From an optimization exercise on the open Yosys and OpenROAD flow, aimed at small area; shortcuts taken in it are not production practice. The RTL was checked by simulation tests, not by an equivalence proof against the original design.

**flow/flow/run.sh**
```bash
#!/bin/bash
# Own layout flow: the standard layout (standard.sh), with
#  - an area-oriented ABC script for the combinational logic (registers are mapped as in the
#    standard synthesis, before ABC runs, so they keep their names and cells),
#  - the smallest buffer on each input and output port,
#  - a clock tree without dummy loads.
# Each tool's full output is in orfs/logs/; make's output is in flow.log here.
set -euo pipefail
W=$PWD
F=$W/flow
cat > "$W/own_synth.tcl" <<EOT
proc abc {args} {
  set i [lsearch -exact \$args -script]
  if {\$i >= 0} { lset args [expr {\$i + 1}] $F/abc_area.script }
  yosys abc {*}\$args
}
source $W/synth_recipe.tcl
EOT
CTS="-sink_clustering_enable -repair_clock_nets -dont_use_dummy_load"
[[ -f $F/cts_args ]] && CTS=$(cat "$F/cts_args")
bash "$W/standard.sh" "SYNTH_SCRIPT=$W/own_synth.tcl" \
  "BUFFER_PORTS_ARGS=-buffer_cell sky130_fd_sc_hd__buf_1" \
  "CTS_ARGS=$CTS" finish > "$W/flow.log" 2>&1
```
**flow/flow/cts_args**
```
-sink_clustering_enable -repair_clock_nets -dont_use_dummy_load -buf_list sky130_fd_sc_hd__clkbuf_8 -sink_clustering_size 24 -sink_clustering_max_diameter 120
```
**flow/flow/abc_area.script**
```
strash
&get -n
&st
&synch2
&if -K 6 -a
&mfs
&st
&synch2
&if -K 6 -a
&mfs
&st
&dch -f
&nf -R 1000
&put
topo
dnsize -c
```
**flow/design.v**
```verilog
module VM ( i_product,
            i_money,
            i_buy,
            i_clk,
            i_rst_n,
            o_product,
            o_change,
            o_busy,
            o_no_change,
            o_strobe,
            o_need_more_money,
            o_future_change,
            o_empty);
input          i_clk, i_rst_n;
input   [3:0]  i_product;
input   [15:0] i_money;
input          i_buy;
output     [3:0]  o_product;
output reg [20:0] o_change;
output     [20:0] o_future_change;
output            o_busy;
output            o_no_change;
output            o_strobe;
output            o_need_more_money;
output            o_empty;
localparam PRICE = 100;
localparam S_START  = 3'b000;
localparam S_NOCH   = 3'b001;
localparam S_EMPTY  = 3'b010;
localparam S_CHOOSE = 3'b100;
localparam S_WAIT   = 3'b101;
localparam S_CALC   = 3'b110;
localparam S_PAY    = 3'b111;
reg [2:0] state, next_state;
reg [3:0] sold [1:10];
reg [4:0] cnt [0:14];
reg [20:0] money;
reg [20:0] future_change;
reg [3:0]  code_product;
reg [3:0]  chg;                
function [15:0] denom;
  input integer k;
  case (k)
    0:  denom = 16'd50000;
    1:  denom = 16'd20000;
    2:  denom = 16'd10000;
    3:  denom = 16'd5000;
    4:  denom = 16'd2000;
    5:  denom = 16'd1000;
    6:  denom = 16'd500;
    7:  denom = 16'd200;
    8:  denom = 16'd100;
    9:  denom = 16'd50;
    10: denom = 16'd25;
    11: denom = 16'd10;
    12: denom = 16'd5;
    13: denom = 16'd2;
    default: denom = 16'd1;
  endcase
endfunction
function ge_c;
  input [20:0] x;
  input [20:0] k;
  integer j;
  reg r;
  begin
    r = 1'b1;
    for (j = 0; j < 21; j = j + 1)
      r = k[j] ? (x[j] & r) : (x[j] | r);
    ge_c = r;
  end
endfunction
wire st_choose = (state == S_CHOOSE);
wire st_wait   = (state == S_WAIT);
wire st_calc   = (state == S_CALC);
wire st_pay    = (state == S_PAY);
integer i;
reg [10:1] soldout;
reg        empty;
always @* begin
  empty = 1'b1;
  for (i = 1; i <= 10; i = i + 1) begin
    soldout[i] = sold[i][3] & sold[i][1];    
    empty = empty & soldout[i];
  end
end
reg [10:1] sel_prod;
reg        prod_ok;
always @* begin
  prod_ok = 1'b0;
  for (i = 1; i <= 10; i = i + 1) begin
    sel_prod[i] = (i_product == i);
    prod_ok = prod_ok | (sel_prod[i] & ~soldout[i]);
  end
end
reg [14:0] avail, grant, nz, hit, upd;
reg [15:0] dsel;
reg [3:0]  gidx;
reg        seen;
always @* begin
  seen = 1'b0;
  dsel = st_calc ? PRICE[15:0] : 16'd0;
  gidx = 4'd0;
  for (i = 0; i < 15; i = i + 1) begin
    nz[i]    = (cnt[i] != 5'd22);
    hit[i]   = (i_money == denom(i));
    avail[i] = st_pay & ge_c(money, {5'd0, denom(i)}) & nz[i];
    grant[i] = avail[i] & ~seen;
    seen = seen | avail[i];
    if (grant[i]) begin
      dsel = dsel | denom(i);
      gidx = gidx | (i + 1);
    end
    upd[i] = (st_wait & hit[i]) | grant[i];
  end
end
reg [4:0] csel;
always @* begin
  csel = 5'd0;
  for (i = 0; i < 15; i = i + 1)
    csel = csel | ({5{upd[i]}} & cnt[i]);
end
wire [4:0] cx = csel ^ {5{~st_wait}};
wire [4:0] cnew = csel ^ {&cx[3:0], &cx[2:0], &cx[1:0], cx[0], 1'b1};
wire        sub = ~st_wait;
wire [20:0] op  = st_wait ? {5'd0, i_money} : ~{5'd0, dsel};
wire [20:0] next_money;
wire [11:0] cl;
wire [5:0]  c0, c1;
wire [15:11] s0, s1;
assign cl[0] = sub;
assign c0[0] = 1'b0;
assign c1[0] = 1'b1;
genvar g;
generate
  for (g = 0; g < 11; g = g + 1) begin : g_lo
    assign next_money[g] = money[g] ^ op[g] ^ cl[g];
    assign cl[g+1] = (money[g] & op[g]) | (cl[g] & (money[g] ^ op[g]));
  end
  for (g = 11; g < 16; g = g + 1) begin : g_mid
    assign s0[g] = money[g] ^ op[g] ^ c0[g-11];
    assign c0[g-10] = (money[g] & op[g]) | (c0[g-11] & (money[g] ^ op[g]));
    assign s1[g] = money[g] ^ op[g] ^ c1[g-11];
    assign c1[g-10] = (money[g] & op[g]) | (c1[g-11] & (money[g] ^ op[g]));
  end
endgenerate
assign next_money[15:11] = ({5{cl[11]}} & s1) | ({5{~cl[11]}} & s0);
wire c16 = (cl[11] & c1[5]) | (~cl[11] & c0[5]);
wire [4:0] hi = money[20:16];
wire [4:0] hx = hi ^ {5{sub}};
wire [4:0] hpm = hi ^ {&hx[3:0], &hx[2:0], &hx[1:0], hx[0], 1'b1};    
assign next_money[20:16] = (c16 ^ sub) ? hpm : hi;
wire up_sel0 = c0[5] ^ sub;
wire up_sel1 = c1[5] ^ sub;
wire up_z0   = up_sel0 ? ~|hpm : ~|hi;
wire up_z1   = up_sel1 ? ~|hpm : ~|hi;
wire hi_z0   = ~|s0 & up_z0;                        
wire hi_z1   = ~|s1 & up_z1;                        
wire hi_z    = (cl[11] & hi_z1) | (~cl[11] & hi_z0);
wire paid_off = hi_z & ~|next_money[10:0];
wire enough   = ~hi_z | (|next_money[10:7]) | ge_c({14'd0, next_money[6:0]}, PRICE);
wire one_empty = ~nz[14];
assign o_busy            = state[2];
assign o_need_more_money = st_wait & ~enough;
assign o_strobe          = (st_pay & paid_off) | (state == S_NOCH);
assign o_no_change       = (state == S_NOCH);
assign o_empty           = (state == S_EMPTY);
assign o_product         = code_product;
assign o_future_change   = future_change;
always @* begin
  o_change = 21'd0;
  for (i = 0; i < 15; i = i + 1)
    if (chg == i + 1) o_change = {5'd0, denom(i)};
end
always @* begin
  next_state = state;
  case (state)
    S_START:  if (empty) next_state = S_EMPTY;
              else if (i_buy) next_state = S_CHOOSE;
    S_CHOOSE: if (prod_ok) next_state = S_WAIT;
    S_WAIT:   if (enough) next_state = S_CALC;
    S_CALC:   next_state = S_PAY;
    S_PAY:    if (paid_off) next_state = S_START;
              else if (one_empty) next_state = S_NOCH;
    S_NOCH:   next_state = S_START;
    default:  ;
  endcase
end
always @(posedge i_clk or negedge i_rst_n) begin
  if (!i_rst_n) begin
    state         <= S_START;
    money         <= 21'd0;
    future_change <= 21'd0;
    code_product  <= 4'd0;
    chg           <= 4'd0;
  end else begin
    state <= next_state;
    money <= next_money;
    if (st_calc) future_change <= next_money;
    if (st_choose) code_product <= i_product;
    chg <= gidx;
  end
end
generate
  for (g = 1; g <= 10; g = g + 1) begin : g_prod
    wire tp = st_choose & sel_prod[g] & ~soldout[g];
    always @(posedge i_clk or negedge i_rst_n)
      if (!i_rst_n) sold[g] <= 4'd0;
      else sold[g] <= sold[g] ^ ({4{tp}} & {&sold[g][2:0], &sold[g][1:0], sold[g][0], 1'b1});
  end
  for (g = 0; g < 15; g = g + 1) begin : g_cnt
    always @(posedge i_clk or negedge i_rst_n)
      if (!i_rst_n) cnt[g] <= 5'd0;
      else if (upd[g]) cnt[g] <= cnew;
  end
endgenerate
endmodule
```
**flow/standard.sh**
```bash
#!/bin/bash
# synth_recipe.tcl (not shown) runs the flow's synth.tcl, then flattens the netlist and writes it again
# the make line also repeats each setting of config.mk as NAME=value (left out here)
make -C /OpenROAD-flow-scripts/flow DESIGN_CONFIG=/design/flow/config.mk WORK_HOME=/design/flow/orfs CLKGATE_MAP_FILE= SYNTH_SCRIPT=/design/flow/synth_recipe.tcl "${@:-finish}"
```
**flow/constraint.sdc**
```tcl
create_clock -name core_clock -period 12.0 [get_ports {i_clk}]
set_input_delay 2.4000 -clock core_clock [delete_from_list [all_inputs] [get_ports {i_clk}]]
set_output_delay 2.4000 -clock core_clock [all_outputs]
set_load 0.01 [all_outputs]
```
**flow/config.mk**
```make
export PLATFORM = sky130hd
export DESIGN_NAME = VM
export DESIGN_NICKNAME = VM
export VERILOG_FILES = /design/flow/design.v
export SDC_FILE = /design/flow/constraint.sdc
export NUM_CORES = 4
export LEC_CHECK = 0
export CAP_MARGIN = 20
export CORE_MARGIN = 2
export CORE_UTILIZATION = 40
export GPL_TIMING_DRIVEN = 0
export SLEW_MARGIN = 20
```
==> flow_summary.json, run 1 <==
{
  "yosysSeqAreaShare_pct": 47.5,
  "synth-seq-cells": 168,
  "drive_gt1_share_pct": 6.66,
  "yosys_warnings": 3,
  "grt_pass1_vias": 6985,
  "setup_viol": 0,
  "placed_cells": 1276,
  "final_common_cell": "dfrtp_1",
  "vias_per_cell": 5.67,
  "cts.sinks": 168,
  "via_count": 7379,
  "synth.cell_area_um2": 8850,
  "synth_largest_area_cell": "dfrtp_1",
  "num_rows": 54,
  "antenna_found_initial": 1,
  "ctsHoldBuffers": 0,
  "numCtsBuffers": 17,
  "grt_pass1_wl_um": 37300,
  "wl_um": 22900,
  "period_share_pct": 95.9,
  "drv_cap": 0,
  "clock_path_buffers": 2,
  "dr.first_iter.drc_count": 641,
  "fillerInstances": 2095,
  "cts_root_buf": "clkbuf_8",
  "synthDominantCellAreaShare_pct": 47.5,
  "place_area_um2": 9660,
  "core_area_um2": 21800,
  "firstDrtPassIters": 6,
  "synth_top_flop_cell": "dfrtp_1",
  "instances_no_fill": 1301,
  "clock_latency_ps": 470,
  "path_clk_slew_ps": 110,
  "post-route-drc-count": 0,
  "initial_core_util_pct": 40.7,
  "grt_overflow": 0,
  "clock_skew_ps": 48.1,
  "avgSynthCellArea_um2": 9.68,
  "maxClockFrequency_mhz": 86.9,
  "finish.instance_area_um2": 10100,
  "synth_edf_count": 0,
  "pin_count": 74,
  "layout_common_cells": "167 x dfrtp_1, 113 x nor2_1, 95 x nand2_1",
  "grt_start_max_net_pins": 33,
  "synthDistinctLibCells": 53,
  "cp.required_ps": 9600,
  "rr_worst_depth": 37,
  "reg2reg_to": "state[1]",
  "status": "complete, no violations",
  "ant_nets": 0,
  "die_area_um2": 23300,
  "crit_type": "reg2out",
  "hold_viol_final": 0,
  "die_y_um": 153,
  "tightest_slew_ps": 1110,
  "synthArstFlopShare_pct": 100,
  "holdPathStages": 1,
  "num_antenna_cells": 0,
  "grtUsageTotal_pct": 20.0,
  "wl_per_cell_um": 17.6,
  "portBuffers": 68,
  "r2r-start": "state[2]",
  "gp_congestion": 0.964,
  "areaGrowthSynthToFinish_pct": 13.6,
  "cp_common_cell": "fa_1",
  "dp_hpwl_um": 17600,
  "period_minus_slack_ps": 11510,
  "finalCoreUtilization_pct": 46.2,
  "htreeDepth": 4,
  "hold_path_class": "reg2reg",
  "min_from": "sold[6][3]",
  "worstPathMaxFanout": 16,
  "critical_path_arrival_ps": 9110,
  "crit_path_max_incr_delay_ps": 530,
  "ff2ff_setup_slack_ps": 2490,
  "slew_headroom_pct": 25.4,
  "final_nets": 1077,
  "cts_tree": "built",
  "dieWidth_um": 153,
  "worstHoldEndpoint": "sold[6][3]",
  "synth.area.top_cells": "dfrtp_1 48%, nor2_1 4.8%, fa_1 4.3%",
  "crit_path_top_delay_cell": "dfrtp_1",
  "start_kind": "flip-flop",
  "endpoint_kind": "output port",
  "setup-tns-final_ps": 0,
  "slew_viol_final": 0,
  "synthCells": 914
}
per-layer routing:
metal	vias up	wire, um	GRT usage, %
li1	3507	-	-
met5	-	16	0
met2	235	10100	30.2
met1	3576	10600	28.6
met3	59	1320	3.84
met4	2	811	7.76
cells in the mapped netlist (7+ instances only):
library cell    n
dfrtp_1       168
nor2_1        114
nand2_1        97
a21oi_1        71
clkinv_1       46
o21ai_0        46
nor3_1         31
nand3_1        30
xor2_1         27
xnor2_1        22
fa_1           19
nand4_1        18
mux2_1         15
nand4b_1       14
nor4_1         14
and3_1         13
mux2i_1        13
a222oi_1       12
ha_1           12
nand2b_1       12
nor2b_1        12
a41o_1         10
a211oi_1        7
a221oi_1        7
sequential cells by signal, indices dropped and copies added, names as in the netlist:
| register | cells |
|---|---|
| future_change | 21 |
| chg | 4 |
| state | 3 |
| code_product | 4 |
| cnt | 75 |
| money | 21 |
| sold | 40 |
cell type report:
| cell class | instances | area [um2] | area share [%] |
|---|---|---|---|
| multi-input cells | 699 | 4590 | 45.6 |
| flip-flops and latches | 168 | 4210 | 41.8 |
| repair buffers | 86 | 463 | 4.61 |
| well taps | 280 | 350 | 3.49 |
| clock buffers | 17 | 234 | 2.33 |
| inverters | 46 | 173 | 1.72 |
| plain buffers | 5 | 37.5 | 0.373 |
kinds of logic (layout without fill, tap and decap cells):
family                   after synthesis  after routing  share of synthesized area [%]
multiplexers                          28             28                           3.38
AO/OA/AOI/OAI                        203            203                           14.9
adder cells (fa/ha/maj)               31             31                           6.00
AND/OR/NAND/NOR                      383            383                           20.9
other                                  1              5                         0.0424
XOR/XNOR                              49             49                           4.85
buffers and inverters                 51            154                           2.38
flip-flops                           168            168                           47.5
critical path, delay by kind of cell, from the launching register on:
family / cells / cell delay, ps
adders and majority gates: 11 / 4050
DFF: 1 / 530
buffers and inverters: 5 / 470
AOI/OAI and AO/OA: 5 / 1030
and+or+nand+nor: 13 / 2560
worst max path at each step:
stage	from	end	slack, ps	cells past startpoint
4_1_cts	money[5]	o_strobe	50	38
2_1_floorplan	i_money[0]	o_strobe	1620	25
3_3_place_gp	state[2]	o_strobe	-60	35
5_1_grt	money[5]	o_strobe	-30	38
6_report	state[2]	o_strobe	490	34
3_5_place_dp	state[2]	o_strobe	-100	35
metrics by stage:
step / setup WS [ps] / hold slack, ps
after floorplan: 1620 / 436
final: 494 / 475
after CTS: 45.6 / 480
after global routing: -26.0 / 495
after detailed placement: -95.9 / 455
after global placement: -64.7 / 449
repair_timing:
item                                    4_1_cts  5_1_grt
pin swaps                                     0        5
endpoints found under the setup margin        2        2
buffers inserted                              0        7
gates resized for setup                       8       15
==> run 2: changes to the inputs <==
--- a/flow/config.mk
+++ b/flow/config.mk
@@ -7,6 +7,7 @@
 export LEC_CHECK = 0
 export CAP_MARGIN = 20
 export CORE_MARGIN = 2
-export CORE_UTILIZATION = 40
+export CORE_UTILIZATION = 60
 export GPL_TIMING_DRIVEN = 0
+export PLACE_DENSITY = 0.75
 export SLEW_MARGIN = 20
==> run 2 against run 1 <==
Against the previous run:
- still clean on timing, DRC and antenna
- synthesized cell count did not move
- design area fell by 2.0%
- sequential cell count did not move
- area after synthesis did not move
- critical path type unchanged
==> flow_summary.json, run 2 <==
{
  "slew_viol_final": 0,
  "worstHoldEndpoint": "sold[3][3]",
  "vias_per_cell": 6.16,
  "synthDominantCellAreaShare_pct": 47.5,
  "hold_path_class": "reg2reg",
  "setup_viol": 0,
  "critical_path_arrival_ps": 9100,
  "areaGrowthSynthToFinish_pct": 11.4,
  "ant_nets": 0,
  "numCtsBuffers": 17,
  "drv_cap": 0,
  "die_area_um2": 15700,
  "grt_pass1_vias": 7062,
  "endpoint_kind": "output port",
  "via_count": 7384,
  "top_register": "cnt",
  "die_y_um": 125,
  "synth_common_cells": "168 x dfrtp_1, 114 x nor2_1, 97 x nand2_1",
  "grtUsageMet2_pct": 44.2,
  "cts.sinks": 168,
  "grt_pass1_wl_um": 35600,
  "hold_ws_ps": 476,
  "pin_count": 74,
  "synthArstFlopShare_pct": 100,
  "grtUsageTotal_pct": 28.3,
  "clock_skew_ps": 27.0,
  "ff2ff_setup_slack_ps": 2500,
  "avgSynthCellArea_um2": 9.68,
  "r2r-start": "money[4]",
  "synthCells": 914,
  "crit_path_top_delay_cell": "fa_1",
  "synth.cell_area_um2": 8850,
  "finalCoreUtilization_pct": 68.0,
  "antenna_found_initial": 1,
  "largestRegisters": "cnt (75), sold (40)",
  "portBuffers": 68,
  "synth-seq-cells": 168,
  "htreeDepth": 4,
  "path_clk_slew_ps": 90,
  "core_area_um2": 14500,
  "crit_type": "reg2out",
  "status": "complete, no violations",
  "wl_per_cell_um": 17.8,
  "setup-tns-final_ps": 0,
  "gr-usage-met3_pct": 5.26,
  "firstDrtPassIters": 8,
  "cts_root_buf": "clkbuf_8",
  "finish.instance_area_um2": 9850,
  "cp_num_cells": 38,
  "cp_common_cell": "fa_1",
  "busiest_layer": "met2",
  "drive_gt1_share_pct": 5.33,
  "min_from": "sold[3][3]",
  "tightest_slew_ps": 1140,
  "cts_tree": "built",
  "synth_top_flop_cell": "dfrtp_1",
  "num_rows": 44,
  "dp_hpwl_um": 16200,
  "initial_core_util_pct": 61.1,
  "layout_common_cells": "167 x dfrtp_1, 113 x nor2_1, 96 x nand2_1",
  "cp.required_ps": 9600,
  "holdPathStages": 1,
  "start_kind": "flip-flop",
  "hold_viol_final": 0,
  "grt_start_max_net_pins": 33,
  "critPathTopFamily": "adder cells",
  "use_met1_pct": 40.4,
  "final_common_cell": "dfrtp_1",
  "yosys_warnings": 3,
  "synth_most_common_cell": "dfrtp_1",
  "wl_um": 21400,
  "grt_overflow": 0,
  "place_area_um2": 9550,
  "post-route-drc-count": 0,
  "gp_congestion": 0.970,
  "synth_edf_count": 0,
  "worstPathMaxFanout": 7,
  "synth_largest_area_cell": "dfrtp_1",
  "synthDistinctLibCells": 53,
  "period_share_pct": 95.8,
  "reg2reg_to": "state[1]",
  "period_minus_slack_ps": 11500,
  "slew_headroom_pct": 23.7,
  "fillerInstances": 1210,
  "maxClockFrequency_mhz": 86.9,
  "final_nets": 1070,
  "clock_path_buffers": 2,
  "synth.area.top_cells": "dfrtp_1 48%, nor2_1 4.8%, fa_1 4.3%",
  "dieWidth_um": 125,
  "crit_buf_inv": 6,
  "rr_worst_depth": 41,
  "largest_reg_flops": 75,
  "clock_latency_ps": 460,
  "crit_path_max_incr_delay_ps": 440,
  "yosysSeqAreaShare_pct": 47.5,
  "dr.first_iter.drc_count": 691
}
==> run 2: cell counts after synthesis <==
Identical to the previous run, type by type.
==> run 2: cell type report <==
class | count | area, um2 | share of cell area (%)
multi-input cells | 699 | 4540 | 46.1
repair buffers | 79 | 430 | 4.37
inverters | 46 | 173 | 1.75
flip-flops and latches | 168 | 4210 | 42.7
well taps | 184 | 230 | 2.34
plain buffers | 5 | 37.5 | 0.381
clock buffers | 17 | 234 | 2.37
diodes | 1 | 2.50 | 0.0254
==> run 2: layer usage <==
layer	up-vias	wire [um]
met5	-	0
li1	3493	-
met4	0	454
met3	39	1290
met2	279	10000
met1	3573	9620
==> run 2: cell families after synthesis <==
logic type	after synthesis	share of synthesized area, %
other cells	1	0.0424
flops	168	47.5
mux	28	3.38
compound gates	203	14.9
fa+ha+maj	31	6.00
simple gates	383	20.9
xor+xnor	49	4.85
buf+inv	51	2.38
==> run 2: what timing repair did <==
action | in CTS | in global routing
pin swaps | 0 | 2
buffers inserted | 0 | 3
resized for setup | 2 | 10
hold buffers | 0 | 0
endpoints found under the setup margin | 2 | 2
==> run 2: metrics by stage <==
stage | setup slack [ps] | instances
floorplan | 1620 | 918
global placement | 353 | 1170
detailed placement | 279 | 1178
CTS | 31.4 | 1195
global route | -30.7 | 1198
finish | 499 | 1199
==> run 2: worst max path at each step <==
stage	slack (ps)	to	startpoint
after global routing	-30	o_strobe	money[17]
after CTS	30	o_strobe	money[5]
after detailed placement	280	o_strobe	state[2]
after global placement	350	o_strobe	state[2]
after floorplan	1620	o_strobe	i_money[0]
final	500	o_strobe	money[4]
==> run 3: changes to the inputs <==
==> flow/config.mk (replaced) <==
export PLATFORM = sky130hd
export DESIGN_NAME = VM
export DESIGN_NICKNAME = VM
export VERILOG_FILES = /design/flow/design.v
export SDC_FILE = /design/flow/constraint.sdc
export NUM_CORES = 4
export LEC_CHECK = 0
export CAP_MARGIN = 5
export CORE_MARGIN = 2
export CORE_UTILIZATION = 40
export GPL_TIMING_DRIVEN = 0
export SLEW_MARGIN = 5
==> run 3 against run 2 <==
Against the previous run:
- still clean on timing, DRC and antenna
- worst setup slack gained 13 ps
- cell count grew 8.4%
- first-iteration DRC count grew 11%
- sequential share of layout area shrank 0.61 points
- maximum frequency grew 0.12%
- register-to-register slack gained 20 ps
- non-clock buffer count grew 6
- global-route usage shrank 8.4 points
==> flow_summary.json, run 3 <==
{
  "crit_path_max_incr_delay_ps": 530,
  "numCtsBuffers": 17,
  "clock_path_buffers": 2,
  "synth_most_common_cell": "dfrtp_1",
  "critical_path_arrival_ps": 9090,
  "grt_pass1_wl_um": 37100,
  "cts.sinks": 168,
  "yosys.area_share.adder_pct": 6.00,
  "yosysSeqAreaShare_pct": 47.5,
  "synth_largest_area_cell": "dfrtp_1",
  "dr.first_iter.drc_count": 764,
  "drv_cap": 0,
  "final_common_cell": "dfrtp_1",
  "cts_tree": "built",
  "core_area_um2": 21800,
  "place_area_um2": 9620,
  "dieWidth_um": 153,
  "synth_top_family_by_area": "simple AND/OR/NAND/NOR gates",
  "synth_compound_area_share_pct": 14.9,
  "grt_setup_unrepaired": "no",
  "pin_count": 74,
  "grt_pass1_vias": 6934,
  "period_share_pct": 95.7,
  "synth_mux_area_share_pct": 3.38,
  "maxClockFrequency_mhz": 87.1,
  "holdPathStages": 1,
  "grt_overflow": 0,
  "rr_worst_depth": 37,
  "cts_root_buf": "clkbuf_8",
  "die_area_um2": 23300,
  "worstHoldEndpoint": "sold[1][2]",
  "synth_common_cells": "168 x dfrtp_1, 114 x nor2_1, 97 x nand2_1",
  "synth-simple-area-share_pct": 20.9,
  "hold_path_class": "reg2reg",
  "status": "complete, no violations",
  "antenna_found_initial": 1,
  "path_clk_slew_ps": 90,
  "slew_headroom_pct": 13.1,
  "synthArstFlopShare_pct": 100,
  "r2r-start": "state[2]",
  "worstPathMaxFanout": 16,
  "cp_common_cell": "fa_1",
  "vias_per_cell": 5.64,
  "synth.cell_area_um2": 8850,
  "crit_type": "reg2out",
  "ff2ff_setup_slack_ps": 2520,
  "layout_common_cells": "167 x dfrtp_1, 113 x nor2_1, 96 x nand2_1",
  "portBuffers": 68,
  "firstDrtPassIters": 7,
  "yosys_warnings": 3,
  "via_count": 7337,
  "period_minus_slack_ps": 11490,
  "synth-seq-cells": 168,
  "synthDistinctLibCells": 53,
  "ant_nets": 0,
  "avgSynthCellArea_um2": 9.68,
  "die_y_um": 153,
  "slew_viol_final": 0,
  "areaGrowthSynthToFinish_pct": 13.0,
  "grtUsageTotal_pct": 20.0,
  "wl_um": 23000,
  "reg2reg_to": "state[1]",
  "min_from": "sold[1][2]",
  "num_rows": 54,
  "crit_path_top_delay_cell": "dfrtp_1",
  "final_nets": 1076,
  "synthDominantCellAreaShare_pct": 47.5,
  "wl_per_cell_um": 17.7,
  "dp_hpwl_um": 17600,
  "finish.instance_area_um2": 9990,
  "drive_gt1_share_pct": 6.27,
  "synth.area.top_cells": "dfrtp_1 48%, nor2_1 4.8%, fa_1 4.3%",
  "largest_reg_flops": 75,
  "synthCells": 914,
  "setup-tns-final_ps": 0,
  "cp.required_ps": 9600,
  "setup_viol": 0,
  "top_register": "cnt",
  "gp_congestion": 0.964,
  "clock_skew_ps": 40.7,
  "synth_edf_count": 0,
  "ctsHoldBuffers": 0,
  "htreeDepth": 4,
  "grt_start_max_net_pins": 39,
  "clock_latency_ps": 460,
  "synth_xor_area_share_pct": 4.85,
  "post-route-drc-count": 0,
  "endpoint_kind": "output port",
  "initial_core_util_pct": 40.7,
  "start_kind": "flip-flop",
  "hold_viol_final": 0,
  "tightest_slew_ps": 1300,
  "num_antenna_cells": 0,
  "largestRegisters": "cnt (75), sold (40)",
  "synth_top_flop_cell": "dfrtp_1"
}
run 3: cell count changes in the layout (fill, tap and decap cells not counted), moves of 2 or more:
cell	delta
buf_16	-2
buf_4	+9
and3_4	+2
and3_2	-2
run 3: metal layers:
layer	vias to the layer above	global-route usage [%]	part of all wire, %
li1	3517	-	-
met1	3548	28.4	47
met2	230	31.0	46
met3	40	3.50	4.9
met4	2	6.88	2.2
met5	-	0	0.052
run 3: timing repair:
item                                    in CTS  in global routing
resized for setup                            7                 15
pin swaps                                    0                  5
endpoints found under the setup margin       2                  2
buffers inserted                             0                  9
run 3: kinds of logic (layout without fill, tap and decap cells):
| kind of cell | count (synthesis) | count (layout) |
|---|---|---|
| muxes | 28 | 28 |
| xor gates and xnor gates | 49 | 49 |
| other | 1 | 5 |
| and+or+nand+nor | 383 | 383 |
| buffers and inverters | 51 | 153 |
| DFF | 168 | 168 |
| adders and majority gates | 31 | 31 |
| AOI/OAI and AO/OA | 203 | 203 |
run 3: cell type report:
type,count,area [um2]
buffer,5,37.5
clock buffer,17,234
fill,2126,11800
inverter,46,173
multi-input combinational,699,4560
sequential,168,4210
tap,280,350
timing repair buffer,85,432
run 3: per-stage QoR:
step | std cells | utilization [%] | setup WS (ps) | hold WS [ps]
6_report | 1300 | 45.9 | 513 | 475
5_1_grt | 1300 | 45.9 | 13.2 | 495
4_1_cts | 1291 | 45.4 | 8.13 | 481
3_5_place_dp | 1274 | 44.2 | -54.0 | 455
3_3_place_gp | 1266 | 43.5 | -64.7 | 449
2_1_floorplan | 918 | - | 1620 | 436
run 3: worst max-delay path, delay by kind of cell, from the launching register on:
family	cells	cell delay, ps
AOI/OAI and AO/OA	5	1030
adders and majority gates	11	4080
buffers and inverters	5	450
DFF	1	530
and+or+nand+nor	13	2500
run 3: worst max path at each step:
stage	end	start	slack, ps
3_5_place_dp	o_strobe	state[2]	-50
4_1_cts	o_strobe	money[5]	8
2_1_floorplan	o_strobe	i_money[0]	1620
3_3_place_gp	o_strobe	state[2]	-60
5_1_grt	o_strobe	state[2]	10
6_report	o_strobe	state[2]	510
==> run 4: changes to the inputs <==
--- a/flow/config.mk
+++ b/flow/config.mk
@@ -7,6 +7,7 @@
 export LEC_CHECK = 0
 export CAP_MARGIN = 5
 export CORE_MARGIN = 2
-export CORE_UTILIZATION = 40
+export CORE_UTILIZATION = 65
 export GPL_TIMING_DRIVEN = 0
+export PLACE_DENSITY = 0.8
 export SLEW_MARGIN = 5
==> run 4 against run 3 <==
Against the previous run:
- cell count decreased by 8.6%
- largest cell class unchanged
- sequential share of layout area increased by 1.0 points
- register-to-register slack got worse by 40 ps
==> flow_summary.json, run 4 <==
{
  "status": "complete, no violations",
  "slew_viol_final": 0,
  "post-route-drc-count": 0,
  "placed_cells": 1168,
  "htreeDepth": 4,
  "top_register": "cnt",
  "synth_common_cells": "168 x dfrtp_1, 114 x nor2_1, 97 x nand2_1",
  "synthDominantCellAreaShare_pct": 47.5,
  "synth_most_common_cell": "dfrtp_1",
  "grt_pass1_vias": 6719,
  "die_area_um2": 14600,
  "slew_headroom_pct": 12.2,
  "ctsHoldBuffers": 0,
  "synth.area.top_cells": "dfrtp_1 48%, nor2_1 4.8%, fa_1 4.3%",
  "clock_path_buffers": 2,
  "endpoint_kind": "output port",
  "grt_start_max_net_pins": 40,
  "place_area_um2": 9460,
  "yosysSeqAreaShare_pct": 47.5,
  "dieWidth_um": 121,
  "firstDrtPassIters": 6,
  "synth_edf_count": 0,
  "vias_per_cell": 6.24,
  "maxClockFrequency_mhz": 86.9,
  "layout_common_cells": "167 x dfrtp_1, 113 x nor2_1, 97 x nand2_1",
  "drv_cap": 0,
  "areaGrowthSynthToFinish_pct": 10.4,
  "ant_nets": 0,
  "clock_latency_ps": 460,
  "drive_gt1_share_pct": 4.64,
  "cts_tree": "built",
  "grt_pass1_wl_um": 33900,
  "tightest_slew_ps": 1300,
  "avgSynthCellArea_um2": 9.68,
  "hold_ws_ps": 471,
  "path_clk_slew_ps": 80,
  "hold_viol_final": 0,
  "via_count": 7415,
  "start_kind": "flip-flop",
  "setup_viol": 0,
  "largest_reg_flops": 75,
  "largestRegisters": "cnt (75), sold (40)",
  "setup-tns-final_ps": 0,
  "grt_overflow": 0,
  "crit_buf_inv": 6,
  "dr.first_iter.drc_count": 677,
  "cp.required_ps": 9600,
  "critPathTopFamily": "adder cells",
  "worstPathMaxFanout": 6,
  "crit_path_max_incr_delay_ps": 440,
  "core_area_um2": 13200,
  "cp_common_cell": "fa_1",
  "cts_root_buf": "clkbuf_8",
  "hold_path_class": "reg2reg",
  "gp_congestion": 0.959,
  "final_nets": 1068,
  "finish.instance_area_um2": 9760,
  "synth_top_flop_cell": "dfrtp_1",
  "grtUsageTotal_pct": 30.0,
  "synth_largest_area_cell": "dfrtp_1",
  "synthCells": 914,
  "die_y_um": 121,
  "final_common_cell": "dfrtp_1",
  "wl_per_cell_um": 17.6,
  "wl_um": 20900,
  "synth-seq-cells": 168,
  "period_share_pct": 95.9,
  "critical_path_arrival_ps": 9110,
  "period_minus_slack_ps": 11510,
  "antenna_found_initial": 0,
  "initial_core_util_pct": 66.8,
  "portBuffers": 68,
  "dp_hpwl_um": 15700,
  "num_antenna_cells": 0,
  "num_rows": 42,
  "numCtsBuffers": 17,
  "synthDistinctLibCells": 53,
  "cts.sinks": 168,
  "synth.cell_area_um2": 8850,
  "crit_path_top_delay_cell": "fa_1",
  "synthArstFlopShare_pct": 100,
  "yosys_warnings": 3,
  "clock_skew_ps": 34.7,
  "crit_type": "reg2out",
  "instances_no_fill": 1188,
  "pin_count": 74
}
-- run 4: cell count changes in the layout (fill, tap and decap cells not counted), moves of 2 or more --
| cell | change |
|---|---|
| and3_2 | +2 |
| and3_4 | -2 |
| buf_4 | -8 |
| nor3_1 | +2 |
| nor3_2 | -2 |
| nor4_1 | +2 |
| nor4_2 | -2 |
| o21ai_0 | +2 |
-- run 4: worst reg2reg max path: cells and delay by family, from the launching register on --
family,cells,cell delay [ps]
buffers and inverters,5,470
AO/OA/AOI/OAI,5,850
flip-flops,1,410
adder cells (fa/ha/maj),11,4040
AND/OR/NAND/NOR,20,3690
-- run 4: kinds of logic after synthesis --
logic type	after synthesis	synth area share, %
simple gates	383	20.9
compound gates	203	14.9
flops	168	47.5
buf+inv	51	2.38
xor+xnor	49	4.85
fa+ha+maj	31	6.00
mux	28	3.38
other cells	1	0.0424
-- run 4: layout make-up --
| class | instances | area [um2] |
|---|---|---|
| Multi-Input combinational cell | 699 | 4520 |
| Inverter | 46 | 173 |
| Fill cell | 1018 | 3480 |
| Tap cell | 176 | 220 |
| Buffer | 5 | 37.5 |
| Sequential cell | 168 | 4210 |
| Clock buffer | 17 | 234 |
| Timing Repair Buffer | 77 | 372 |
-- run 4: path summary, 6_finish.rpt --
| kind | start | to | slack [ps] | depth (start not counted) |
|---|---|---|---|---|
| worst min-delay path | sold[6][3] | sold[6][3] | 470 | 1 |
| worst max register to register | money[4] | state[1] | 2480 | 41 |
| min in group asynchronous | i_rst_n | future_change[20] | 1970 | 1 |
| worst min register to register | sold[6][3] | sold[6][3] | 470 | 1 |
| max in group asynchronous | i_rst_n | cnt[0][0] | 8910 | 4 |
| worst max-delay path | money[4] | o_strobe | 490 | 38 |
-- run 4: per-stage QoR --
stage          worst slack [ps]  utilization, %
5_1_grt                   -18.4            73.7
6_report                    488            73.7
3_3_place_gp                492            70.5
4_1_cts                     116            73.2
3_5_place_dp                403            71.4
2_1_floorplan              1620               -
-- run 4: repair_timing --
item,in CTS,in global routing
buffers inserted,0,3
pin swaps,0,1
setup endpoints to repair,2,2
gates resized for setup,2,8
-- run 4: routing by layer --
metal	wire length, um	track usage [%]	part of all wire [%]
met5	0	0	0
met1	9320	43.3	45
met2	9450	44.5	45
met3	1570	7.03	7.5
met4	546	11.1	2.6
==> run 5: changes to the inputs <==
--- a/flow/config.mk
+++ b/flow/config.mk
@@ -7,7 +7,7 @@
 export LEC_CHECK = 0
 export CAP_MARGIN = 5
 export CORE_MARGIN = 2
-export CORE_UTILIZATION = 65
+export CORE_UTILIZATION = 72
 export GPL_TIMING_DRIVEN = 0
-export PLACE_DENSITY = 0.8
+export PLACE_DENSITY = 0.85
 export SLEW_MARGIN = 5
==> run 5 against run 4 <==
Against the previous run:
- die area shrank 9.4%
- highest routed layer unchanged
- clock skew shrank 1.5 ps
- critical path type unchanged
==> flow_summary.json, run 5 <==
{
  "final_common_cell": "dfrtp_1",
  "yosysSeqAreaShare_pct": 47.5,
  "top_register": "cnt",
  "die_area_um2": 13200,
  "clock_latency_ps": 480,
  "drv_cap": 0,
  "synth_top_flop_cell": "dfrtp_1",
  "areaGrowthSynthToFinish_pct": 10.4,
  "initial_core_util_pct": 73.6,
  "pin_count": 74,
  "fillerInstances": 797,
  "die_y_um": 115,
  "gp_congestion": 1.01,
  "largest_reg_flops": 75,
  "vias_per_cell": 6.74,
  "critical_path_arrival_ps": 9080,
  "hold_viol_final": 0,
  "portBuffers": 68,
  "synth_edf_count": 0,
  "path_clk_slew_ps": 70,
  "drive_gt1_share_pct": 5.41,
  "core_area_um2": 12000,
  "num_antenna_cells": 0,
  "largestRegisters": "cnt (75), sold (40)",
  "endpoint_kind": "output port",
  "firstDrtPassIters": 6,
  "cts.sinks": 168,
  "clock_skew_ps": 33.3,
  "synthDominantCellAreaShare_pct": 47.5,
  "synth.cell_area_um2": 8850,
  "dieWidth_um": 115,
  "synthDistinctLibCells": 53,
  "hold_path_class": "reg2reg",
  "period_minus_slack_ps": 11480,
  "finalCoreUtilization_pct": 81.3,
  "via_count": 7833,
  "worstPathMaxFanout": 7,
  "synth_largest_area_cell": "dfrtp_1",
  "wl_um": 23000,
  "slew_headroom_pct": 12.0,
  "dp_hpwl_um": 16700,
  "crit_path_top_delay_cell": "or4_1",
  "crit_path_max_incr_delay_ps": 610,
  "crit_type": "reg2out",
  "synthCells": 914,
  "start_kind": "flip-flop",
  "grtUsageTotal_pct": 36.7,
  "yosys_warnings": 3,
  "post-route-drc-count": 0,
  "numCtsBuffers": 17,
  "final_nets": 1072,
  "avgSynthCellArea_um2": 9.68,
  "cts_root_buf": "clkbuf_8",
  "grt_pass1_wl_um": 37500,
  "period_share_pct": 95.6,
  "synth_most_common_cell": "dfrtp_1",
  "ff2ff_setup_slack_ps": 2480,
  "cts_tree": "built",
  "grt_setup_unrepaired": "no",
  "status": "complete, no violations",
  "maxClockFrequency_mhz": 87.1,
  "synth-seq-cells": 168,
  "cp_common_cell": "fa_1",
  "ant_nets": 0,
  "slew_viol_final": 0,
  "layout_common_cells": "167 x dfrtp_1, 113 x nor2_1, 96 x nand2_1",
  "setup_viol": 0,
  "clock_path_buffers": 2,
  "dr.first_iter.drc_count": 842,
  "cp.required_ps": 9600,
  "antenna_found_initial": 0,
  "grt_pass1_vias": 7508,
  "register_area_um2": 4210,
  "num_rows": 40,
  "synth.area.top_cells": "dfrtp_1 48%, nor2_1 4.8%, fa_1 4.3%",
  "multiInputGateArea_um2": 4530,
  "synthArstFlopShare_pct": 100,
  "htreeDepth": 4,
  "synth_common_cells": "168 x dfrtp_1, 114 x nor2_1, 97 x nand2_1",
  "grt_start_max_net_pins": 40,
  "setup-tns-final_ps": 0,
  "wl_per_cell_um": 19.8,
  "tightest_slew_ps": 1310,
  "grt_overflow": 0
}
[run 5: cell counts after synthesis]
No cell type changed its count.
[run 5: cells by family after synthesis]
kind of cell    count (synthesis)  share of synthesized area (%)
simple gates                  383                           20.9
compound gates                203                           14.9
flops                         168                           47.5
buf+inv                        51                           2.38
xor+xnor                       49                           4.85
fa+ha+maj                      31                           6.00
mux                            28                           3.38
other cells                     1                         0.0424
[run 5: final cells by class]
type	count	area share, %
buffer	5	0.384
clock buffer	17	2.39
inverter	46	1.77
multi-input combinational	699	46.3
sequential	168	43.0
tap	147	1.88
timing repair buffer	81	4.18
[run 5: timing repair]
action,CTS,global route
setup buffers,0,8
resized for setup,2,13
endpoints found under the hold margin,0,0
endpoints found under the setup margin,2,2
gates cloned,0,0
hold buffers,0,0
pin swaps,0,4
[run 5: critical path: cells and delay by family (launching register included)]
kind	cells	cell delay, ps
fa+ha+maj	11	2870
compound gates	4	530
buf+inv	5	480
flops	1	450
simple gates	18	4260
[run 5: path summary, 6_finish.rpt]
path / from / end / depth (start not counted)
worst max register to register: money[17] / state[2] / 41
max in group asynchronous: i_rst_n / cnt[6][2] / 4
min in group asynchronous: i_rst_n / code_product[2] / 1
worst max-delay path: money[17] / o_strobe / 38
worst min register to register: future_change[1] / future_change[1] / 2
worst min-delay path: future_change[1] / future_change[1] / 2
[run 5: stage by stage]
step / std cells / setup WS [ps] / instance area, um2 / hold WS [ps]
floorplan: 918 / 1620 / 8860 / 436
global placement: 1133 / 453 / 9300 / 449
detailed placement: 1138 / 305 / 9410 / 463
CTS: 1155 / 16.1 / 9650 / 481
global route: 1163 / 19.2 / 9770 / 490
finish: 1163 / 525 / 9770 / 476
[run 5: per-layer routing]
metal,track usage (%),part of all wire [%],routed length (um),vias to the layer above
li1,-,-,-,3503
met1,49.6,41,9340,3792
met2,57.7,48,10900,457
met3,9.54,8.3,1900,81
met4,14.5,3.5,811,0
met5,0,0,0,-
==> run 6: changes to the inputs <==
==> flow/flow/run.sh (replaced) <==
#!/bin/bash
# Own layout flow: the standard layout (standard.sh), with
#  - an area-oriented ABC script for the combinational logic and no quick ABC pass inside
#    Yosys's synth (registers are mapped as in the standard synthesis, before ABC runs, so
#    they keep their names and cells),
#  - the smallest buffer on each input and output port,
#  - a clock tree without dummy loads.
# Each tool's full output is in orfs/logs/; make's output is in flow.log here.
set -euo pipefail
W=$PWD
F=$W/flow
# synth_recipe.tcl with Yosys's quick ABC pass inside synth skipped (-noabc), so that the
# full adders are extracted from the RTL's own adder structure, and ABC's final mapping run
# with the area script.
{
  cat <<EOT
proc abc {args} {
  set i [lsearch -exact \$args -script]
  if {\$i >= 0} { lset args [expr {\$i + 1}] $F/abc_area.script }
  yosys abc {*}\$args
}
EOT
  sed 's/yosys synth -nofsm -noshare /yosys synth -nofsm -noshare -noabc /' "$W/synth_recipe.tcl"
} > "$W/own_synth.tcl"
CTS="-sink_clustering_enable -repair_clock_nets -dont_use_dummy_load"
[[ -f $F/cts_args ]] && CTS=$(cat "$F/cts_args")
bash "$W/standard.sh" "SYNTH_SCRIPT=$W/own_synth.tcl" \
  "BUFFER_PORTS_ARGS=-buffer_cell sky130_fd_sc_hd__buf_1" \
  "CTS_ARGS=$CTS" finish > "$W/flow.log" 2>&1
==> flow/flow/abc_area.script (replaced) <==
strash
&get -n
&st
&synch2
&if -K 6 -a
&mfs
&st
&synch2
&if -K 6 -a
&mfs
&st
&dch -f
&nf -R 1000
&put
strash
&get -n
&st
&synch2
&if -K 6 -a
&mfs
&st
&dch -f
&nf -R 1000
&put
topo
dnsize -c
==> flow/flow/cts_args (replaced) <==
-sink_clustering_enable -repair_clock_nets -dont_use_dummy_load -buf_list sky130_fd_sc_hd__clkbuf_4 sky130_fd_sc_hd__clkbuf_8
--- a/flow/config.mk
+++ b/flow/config.mk
@@ -7,7 +7,7 @@
 export LEC_CHECK = 0
 export CAP_MARGIN = 5
 export CORE_MARGIN = 2
-export CORE_UTILIZATION = 72
+export CORE_UTILIZATION = 65
 export GPL_TIMING_DRIVEN = 0
-export PLACE_DENSITY = 0.85
+export PLACE_DENSITY = 0.8
 export SLEW_MARGIN = 5
==> run 6 against run 5 <==
Against the previous run:
- the run now fails in clock tree synthesis (4_1_cts)
- area after synthesis decreased by 0.89%
- synthesized cell count decreased by 5.0%
==> flow_summary.json, run 6 <==
{
  "error": "[ERROR STA-0564] clock_tree_synthesis positional arguments not supported.",
  "synth_common_cells": "168 x dfrtp_1, 98 x nor2_1, 83 x nand2_1",
  "gp_congestion": 0.939,
  "synth_mux_area_share_pct": 5.61,
  "portBuffers": 68,
  "synth_compound_area_share_pct": 14.4,
  "pre_cts_ws_ps": -1300,
  "synth.area.top_cells": "dfrtp_1 48%, fa_1 4.3%, nor2_1 4.2%",
  "synth-seq-cells": 168,
  "dp_hpwl_um": 17500,
  "synth_most_common_cell": "dfrtp_1",
  "yosysSeqAreaShare_pct": 48.0,
  "synthCells": 868,
  "synth_edf_count": 0,
  "stop_stage": "clock tree synthesis (4_1_cts)",
  "yosys_warnings": 3,
  "synth-simple-area-share_pct": 19.1,
  "synth_top_flop_cell": "dfrtp_1",
  "synth.cell_area_um2": 8770,
  "avgSynthCellArea_um2": 10.1,
  "num_rows": 42,
  "synthArstFlopShare_pct": 100,
  "synth_top_family_by_area": "simple AND/OR/NAND/NOR gates",
  "die_y_um": 120,
  "initial_core_util_pct": 66.5,
  "pin_count": 74,
  "dieWidth_um": 120,
  "yosys.area_share.adder_pct": 6.19,
  "synthDominantCellAreaShare_pct": 48.0,
  "synthDistinctLibCells": 54,
  "synth_xor_area_share_pct": 4.70,
  "synth_largest_area_cell": "dfrtp_1",
  "status": "aborted with a tool error"
}
## run 6: changes by cell type after synthesis, moves of 6 or more
| cell | before | now |
|---|---|---|
| a21oi_1 | 71 | 46 |
| a221o_1 | 2 | 8 |
| a222oi_1 | 12 | 6 |
| clkinv_1 | 46 | 37 |
| mux2_1 | 15 | 25 |
| mux2i_1 | 13 | 21 |
| nand2_1 | 97 | 83 |
| nand3_1 | 30 | 38 |
| nand4b_1 | 14 | 3 |
| nor2_1 | 114 | 98 |
| o31ai_1 | 5 | 12 |
## run 6: worst max-delay path by stage
stage / cells after the start / end / slack [ps]
2_1_floorplan: 33 / o_strobe / 300
3_3_place_gp: 34 / o_strobe / -1160
3_5_place_dp: 34 / o_strobe / -1300
## run 6: logic make-up after synthesis
family / after synthesis
AO/OA/AOI/OAI: 184
XOR/XNOR: 47
AND/OR/NAND/NOR: 348
multiplexers: 46
buffers and inverters: 42
other: 1
flip-flops: 168
adder cells (fa/ha/maj): 32
## run 6: stage by stage
stage	instance area, um2	utilization [%]	instances	hold slack, ps
after floorplan	8780	-	872	437
after global placement	9260	70.2	1116	448
after detailed placement	9440	71.6	1125	456
==> run 7: changes to the inputs <==
==> flow/flow/cts_args (replaced) <==
-sink_clustering_enable -repair_clock_nets -dont_use_dummy_load -buf_list {sky130_fd_sc_hd__clkbuf_4 sky130_fd_sc_hd__clkbuf_8}
==> run 7 against run 6 <==
Against the previous run:
- now clean on timing, DRC and antenna
- area after synthesis stayed put
- synthesized cell count stayed put
==> flow_summary.json, run 7 <==
{
  "status": "complete, no violations",
  "placed_cells": 1125,
  "synthDominantCellAreaShare_pct": 48.0,
  "post-route-drc-count": 0,
  "tightest_slew_ps": 1330,
  "clock_skew_ps": 29.1,
  "grtUsageTotal_pct": 34.4,
  "synth-seq-cells": 168,
  "firstDrtPassIters": 7,
  "drv_cap": 0,
  "cts_root_buf": "clkbuf_8",
  "slew_headroom_pct": 10.8,
  "path_clk_slew_ps": 80,
  "clock_latency_ps": 470,
  "pin_count": 74,
  "instances_no_fill": 1164,
  "holdPathStages": 1,
  "period_share_pct": 97.6,
  "wl_per_cell_um": 20.4,
  "avgSynthCellArea_um2": 10.1,
  "r2r-start": "money[8]",
  "grt_start_max_net_pins": 41,
  "maxClockFrequency_mhz": 85.4,
  "synth_common_cells": "168 x dfrtp_1, 98 x nor2_1, 83 x nand2_1",
  "drive_gt1_share_pct": 10.6,
  "hold_path_class": "reg2reg",
  "num_rows": 42,
  "hold_viol_final": 0,
  "synthCells": 868,
  "cp_common_cell": "fa_2",
  "grt_pass1_vias": 7519,
  "fillerInstances": 923,
  "layout_setup_ws_ps": 291,
  "layout_common_cells": "157 x dfrtp_1, 97 x nor2_1, 83 x nand2_1",
  "dieWidth_um": 120,
  "grt_setup_unrepaired": "no",
  "pre_cts_ws_ps": -1300,
  "via_count": 7586,
  "start_kind": "flip-flop",
  "clock_path_buffers": 2,
  "grt_pass1_wl_um": 38300,
  "crit_type": "reg2out",
  "ant_nets": 0,
  "core_area_um2": 13200,
  "min_from": "sold[2][3]",
  "slew_viol_final": 0,
  "synth.area.top_cells": "dfrtp_1 48%, fa_1 4.3%, nor2_1 4.2%",
  "final_common_cell": "dfrtp_1",
  "ff2ff_setup_slack_ps": 2330,
  "cp.required_ps": 9600,
  "synth_edf_count": 0,
  "largestRegisters": "cnt (75), sold (40)",
  "synth.cell_area_um2": 8770,
  "die_area_um2": 14400,
  "die_y_um": 120,
  "endpoint_kind": "output port",
  "numCtsBuffers": 17,
  "synthArstFlopShare_pct": 100,
  "areaGrowthSynthToFinish_pct": 14.4,
  "cts_tree": "built",
  "wl_um": 23700,
  "worstHoldEndpoint": "sold[2][3]",
  "largest_reg_flops": 75,
  "setup_viol": 0,
  "yosysSeqAreaShare_pct": 48.0,
  "rr_worst_depth": 37,
  "ctsHoldBuffers": 0,
  "antenna_found_initial": 0,
  "synth_most_common_cell": "dfrtp_1",
  "num_antenna_cells": 0,
  "vias_per_cell": 6.52,
  "final_nets": 1045,
  "top_register": "cnt",
  "worstPathMaxFanout": 7,
  "portBuffers": 68,
  "dp_hpwl_um": 17500,
  "synth_largest_area_cell": "dfrtp_1",
  "synth_top_flop_cell": "dfrtp_1",
  "period_minus_slack_ps": 11710,
  "grt_overflow": 0,
  "cts.sinks": 168,
  "dr.first_iter.drc_count": 738,
  "gp_congestion": 0.939,
  "htreeDepth": 4,
  "synthDistinctLibCells": 54,
  "crit_path_top_delay_cell": "dfrtp_2",
  "reg2reg_to": "state[2]",
  "crit_path_max_incr_delay_ps": 500,
  "initial_core_util_pct": 66.5,
  "critical_path_arrival_ps": 9310,
  "yosys_warnings": 3
}
[run 7: cell counts after synthesis]
Identical to the previous run, type by type.
[run 7: worst max-delay path: cells and delay by family (launching register included)]
family	cells	cell delay [ps]
adder cells (fa/ha/maj)	11	3860
AO/OA/AOI/OAI	7	920
flip-flops	1	500
AND/OR/NAND/NOR	14	3000
buffers and inverters	3	350
multiplexers	1	200
[run 7: cell families (layout without fill, tap and decap cells)]
| group | count (synthesis) | count (layout) | share of synthesized area (%) |
|---|---|---|---|
| adder cells (fa/ha/maj) | 32 | 32 | 6.19 |
| flip-flops | 168 | 168 | 48.0 |
| multiplexers | 46 | 46 | 5.61 |
| buffers and inverters | 42 | 158 | 2.01 |
| AO/OA/AOI/OAI | 184 | 184 | 14.4 |
| other | 1 | 5 | 0.0428 |
| XOR/XNOR | 47 | 47 | 4.70 |
| AND/OR/NAND/NOR | 348 | 348 | 19.1 |
[run 7: metrics by stage]
| stage | utilization, % | setup TNS (ps) | hold WS (ps) | cell area (um2) |
|---|---|---|---|---|
| floorplan | - | 0 | 437 | 8780 |
| global placement | 70.2 | -2120 | 448 | 9260 |
| detailed placement | 71.6 | -2390 | 456 | 9440 |
| CTS | 75.3 | 0 | 472 | 9930 |
| global route | 76.1 | 0 | 502 | 10000 |
| finish | 76.1 | 0 | 473 | 10000 |
[run 7: final cells by class]
type	instances	area, um2	share of cell area [%]
Tap cell	176	220	2.20
Sequential cell	168	4220	42.0
Timing Repair Buffer	99	564	5.62
Inverter	37	140	1.40
Clock buffer	17	234	2.33
Multi-Input combinational cell	662	4620	46.0
Buffer	5	37.5	0.374
[run 7: worst max-delay path by stage]
stage / from / slack, ps / endpoint
2_1_floorplan: money[18] / 300 / o_strobe
3_3_place_gp: money[18] / -1160 / o_strobe
3_5_place_dp: money[18] / -1300 / o_strobe
4_1_cts: money[20] / 40 / o_strobe
5_1_grt: money[18] / 3 / o_strobe
6_report: money[8] / 290 / o_strobe
[run 7: repair_timing]
item	CTS	global route
cloned	0	0
endpoints found under the setup margin	2	2
gates resized for setup	38	18
pin swaps	11	12
buffers inserted	16	6
[run 7: per-layer routing]
layer	up-vias	GRT usage (%)	share of wire (%)	wire length (um)
li1	3391	-	-	-
met1	3728	44.0	40	9500
met2	394	57.2	50	11800
met3	73	7.41	6.5	1540
met4	0	13.9	3.7	872
met5	-	0	0	0
==> run 8: changes to the inputs <==
==> flow/flow/cts_args (replaced) <==
-sink_clustering_enable -repair_clock_nets -dont_use_dummy_load -buf_list sky130_fd_sc_hd__clkbuf_8 -sink_clustering_size 24 -sink_clustering_max_diameter 120
==> run 8 against run 7 <==
Against the previous run:
- non-clock buffer count is the same
- maximum frequency unchanged
- core utilization unchanged
- highest routed layer unchanged
==> flow_summary.json, run 8 <==
{
  "post-route-drc-count": 0,
  "ant_nets": 0,
  "portBuffers": 68,
  "r2r-start": "money[8]",
  "crit_path_max_incr_delay_ps": 500,
  "yosysSeqAreaShare_pct": 48.0,
  "synthArstFlopShare_pct": 100,
  "synth_most_common_cell": "dfrtp_1",
  "start_kind": "flip-flop",
  "firstDrtPassIters": 7,
  "worstPathMaxFanout": 7,
  "grt_pass1_wl_um": 38300,
  "hold_viol_final": 0,
  "synth.cell_area_um2": 8770,
  "busiest_layer": "met2",
  "synth_common_cells": "168 x dfrtp_1, 98 x nor2_1, 83 x nand2_1",
  "grt_overflow": 0,
  "fillerInstances": 923,
  "tightest_slew_ps": 1330,
  "wl_per_cell_um": 20.4,
  "worstHoldEndpoint": "sold[2][3]",
  "die_y_um": 120,
  "gp_congestion": 0.939,
  "final_common_cell": "dfrtp_1",
  "vias_per_cell": 6.52,
  "synth.area.top_cells": "dfrtp_1 48%, fa_1 4.3%, nor2_1 4.2%",
  "synthDistinctLibCells": 54,
  "initial_core_util_pct": 66.5,
  "crit_path_top_delay_cell": "dfrtp_2",
  "grtUsageMet2_pct": 57.2,
  "num_antenna_cells": 0,
  "min_from": "sold[2][3]",
  "core_area_um2": 13200,
  "register_area_um2": 4220,
  "synth-seq-cells": 168,
  "drv_cap": 0,
  "clock_path_buffers": 2,
  "pre_cts_ws_ps": -1300,
  "holdPathStages": 1,
  "areaGrowthSynthToFinish_pct": 14.4,
  "largestRegisters": "cnt (75), sold (40)",
  "clock_latency_ps": 470,
  "synth_largest_area_cell": "dfrtp_1",
  "via_count": 7586,
  "largest_reg_flops": 75,
  "final_nets": 1045,
  "endpoint_kind": "output port",
  "grt_setup_unrepaired": "no",
  "ff2ff_setup_slack_ps": 2330,
  "htreeDepth": 4,
  "cp.required_ps": 9600,
  "dp_hpwl_um": 17500,
  "die_area_um2": 14400,
  "gr-usage-met3_pct": 7.41,
  "setup_viol": 0,
  "grtUsageTotal_pct": 34.4,
  "synth_top_flop_cell": "dfrtp_1",
  "antenna_found_initial": 0,
  "clock_skew_ps": 29.1,
  "status": "complete, no violations",
  "numCtsBuffers": 17,
  "grt_start_max_net_pins": 41,
  "pin_count": 74,
  "cts_root_buf": "clkbuf_8",
  "synth_edf_count": 0,
  "period_share_pct": 97.6,
  "layout_common_cells": "157 x dfrtp_1, 97 x nor2_1, 83 x nand2_1",
  "wl_um": 23700,
  "slew_viol_final": 0,
  "maxClockFrequency_mhz": 85.4,
  "critical_path_arrival_ps": 9310,
  "path_clk_slew_ps": 80,
  "cts.sinks": 168,
  "hold_path_class": "reg2reg",
  "hold_ws_ps": 473,
  "yosys_warnings": 3,
  "reg2reg_to": "state[2]",
  "multiInputGateArea_um2": 4620,
  "cp_common_cell": "fa_2",
  "dr.first_iter.drc_count": 738,
  "num_rows": 42,
  "rr_worst_depth": 37,
  "synthDominantCellAreaShare_pct": 48.0,
  "layout_setup_ws_ps": 291,
  "slew_headroom_pct": 10.8,
  "dieWidth_um": 120,
  "grt_pass1_vias": 7519,
  "top_register": "cnt",
  "avgSynthCellArea_um2": 10.1,
  "crit_type": "reg2out",
  "cts_tree": "built",
  "synthCells": 868,
  "drive_gt1_share_pct": 10.6,
  "period_minus_slack_ps": 11710,
  "use_met1_pct": 44.0
}
==> run 8: cell counts after synthesis <==
Identical to the previous run, type by type.
==> run 8: metal layers <==
metal  wire length, um  vias to the layer above
met5                 0                        -
met2             11800                      394
met4               872                        0
li1                  -                     3391
met3              1540                       73
met1              9500                     3728
==> run 8: cell type report <==
| cell class | count | area share (%) |
|---|---|---|
| Multi-Input combinational cell | 662 | 46.0 |
| Inverter | 37 | 1.40 |
| Sequential cell | 168 | 42.0 |
| Timing Repair Buffer | 99 | 5.62 |
| Clock buffer | 17 | 2.33 |
| Tap cell | 176 | 2.20 |
| Buffer | 5 | 0.374 |
==> run 8: cells by family (layout without fill, tap and decap cells) <==
group                    after synthesis  after routing  synth area share (%)
AND/OR/NAND/NOR                      348            348                  19.1
other                                  1              5                0.0428
flip-flops                           168            168                  48.0
buffers and inverters                 42            158                  2.01
AO/OA/AOI/OAI                        184            184                  14.4
XOR/XNOR                              47             47                  4.70
adder cells (fa/ha/maj)               32             32                  6.19
multiplexers                          46             46                  5.61
==> run 8: how the worst max path moves through the flow <==
stage,startpoint,endpoint,slack (ps),cells after the start
floorplan,money[18],o_strobe,300,33
global placement,money[18],o_strobe,-1160,34
detailed placement,money[18],o_strobe,-1300,34
CTS,money[20],o_strobe,40,34
global route,money[18],o_strobe,3,36
finish,money[8],o_strobe,290,36
==> run 8: worst max-delay path: cells and delay by family (launching register included) <==
family	cells	cell delay, ps
buffers and inverters	3	350
AND/OR/NAND/NOR	14	3000
flip-flops	1	500
AO/OA/AOI/OAI	7	920
adder cells (fa/ha/maj)	11	3860
multiplexers	1	200
==> run 8: through the flow <==
stage / TNS [ps] / area (um2) / std cells / util (%)
2_1_floorplan: 0 / 8780 / 872 / -
3_3_place_gp: -2120 / 9260 / 1116 / 70.2
3_5_place_dp: -2390 / 9440 / 1125 / 71.6
4_1_cts: 0 / 9930 / 1158 / 75.3
5_1_grt: 0 / 10000 / 1164 / 76.1
6_report: 0 / 10000 / 1164 / 76.1
==> run 8: what timing repair did <==
action | CTS | global route
pin swaps | 11 | 12
hold buffers | 0 | 0
endpoints found under the setup margin | 2 | 2
buffers inserted | 16 | 6
gates resized for setup | 38 | 18

[afterwards: timing with drivers on the ports]
Ports are ideal in the flow. The routed layouts listed here were re-timed in OpenROAD. Step 1 (the two cells are an assumption about what drives the block):
set clk [get_ports {i_clk}]
set_driving_cell -lib_cell sky130_fd_sc_hd__clkbuf_16 $clk
set_driving_cell -lib_cell sky130_fd_sc_hd__buf_2 [delete_from_list [all_inputs] $clk]
Step 2 also shifts input and output timing later by t, the mid clock arrival at the registers, as if the neighbouring blocks saw the same clock. Three values: no drivers, after step 1, after step 2; two values: the first two.
run | t (ns) | setup WS [ns] | worst setup path after step 2 | latest minus earliest clock arrival (ns) | worst data-port slew with drivers (ns)
run 1 | 0.488 | 0.494 / 0.452 / 0.940 | register to output | 0.056 / 0.057 | 0.06
run 2 | 0.490 | 0.499 / 0.458 / 0.867 | input to output | 0.030 / 0.029 | 0.06
run 3 | 0.495 | 0.513 / 0.471 / 0.966 | register to output | 0.058 / 0.058 | 0.07
run 4 | 0.484 | 0.488 / 0.449 / 0.890 | input to output | 0.036 / 0.035 | 0.06
run 5 | 0.499 | 0.525 / 0.486 / 0.903 | input to output | 0.034 / 0.033 | 0.05
run 7 | 0.498 | 0.291 / 0.252 / 0.750 | register to output | 0.031 / 0.030 | 0.04
run 8 | 0.498 | 0.291 / 0.252 / 0.750 | register to output | 0.031 / 0.030 | 0.04
After both steps every run listed still meets setup and hold.
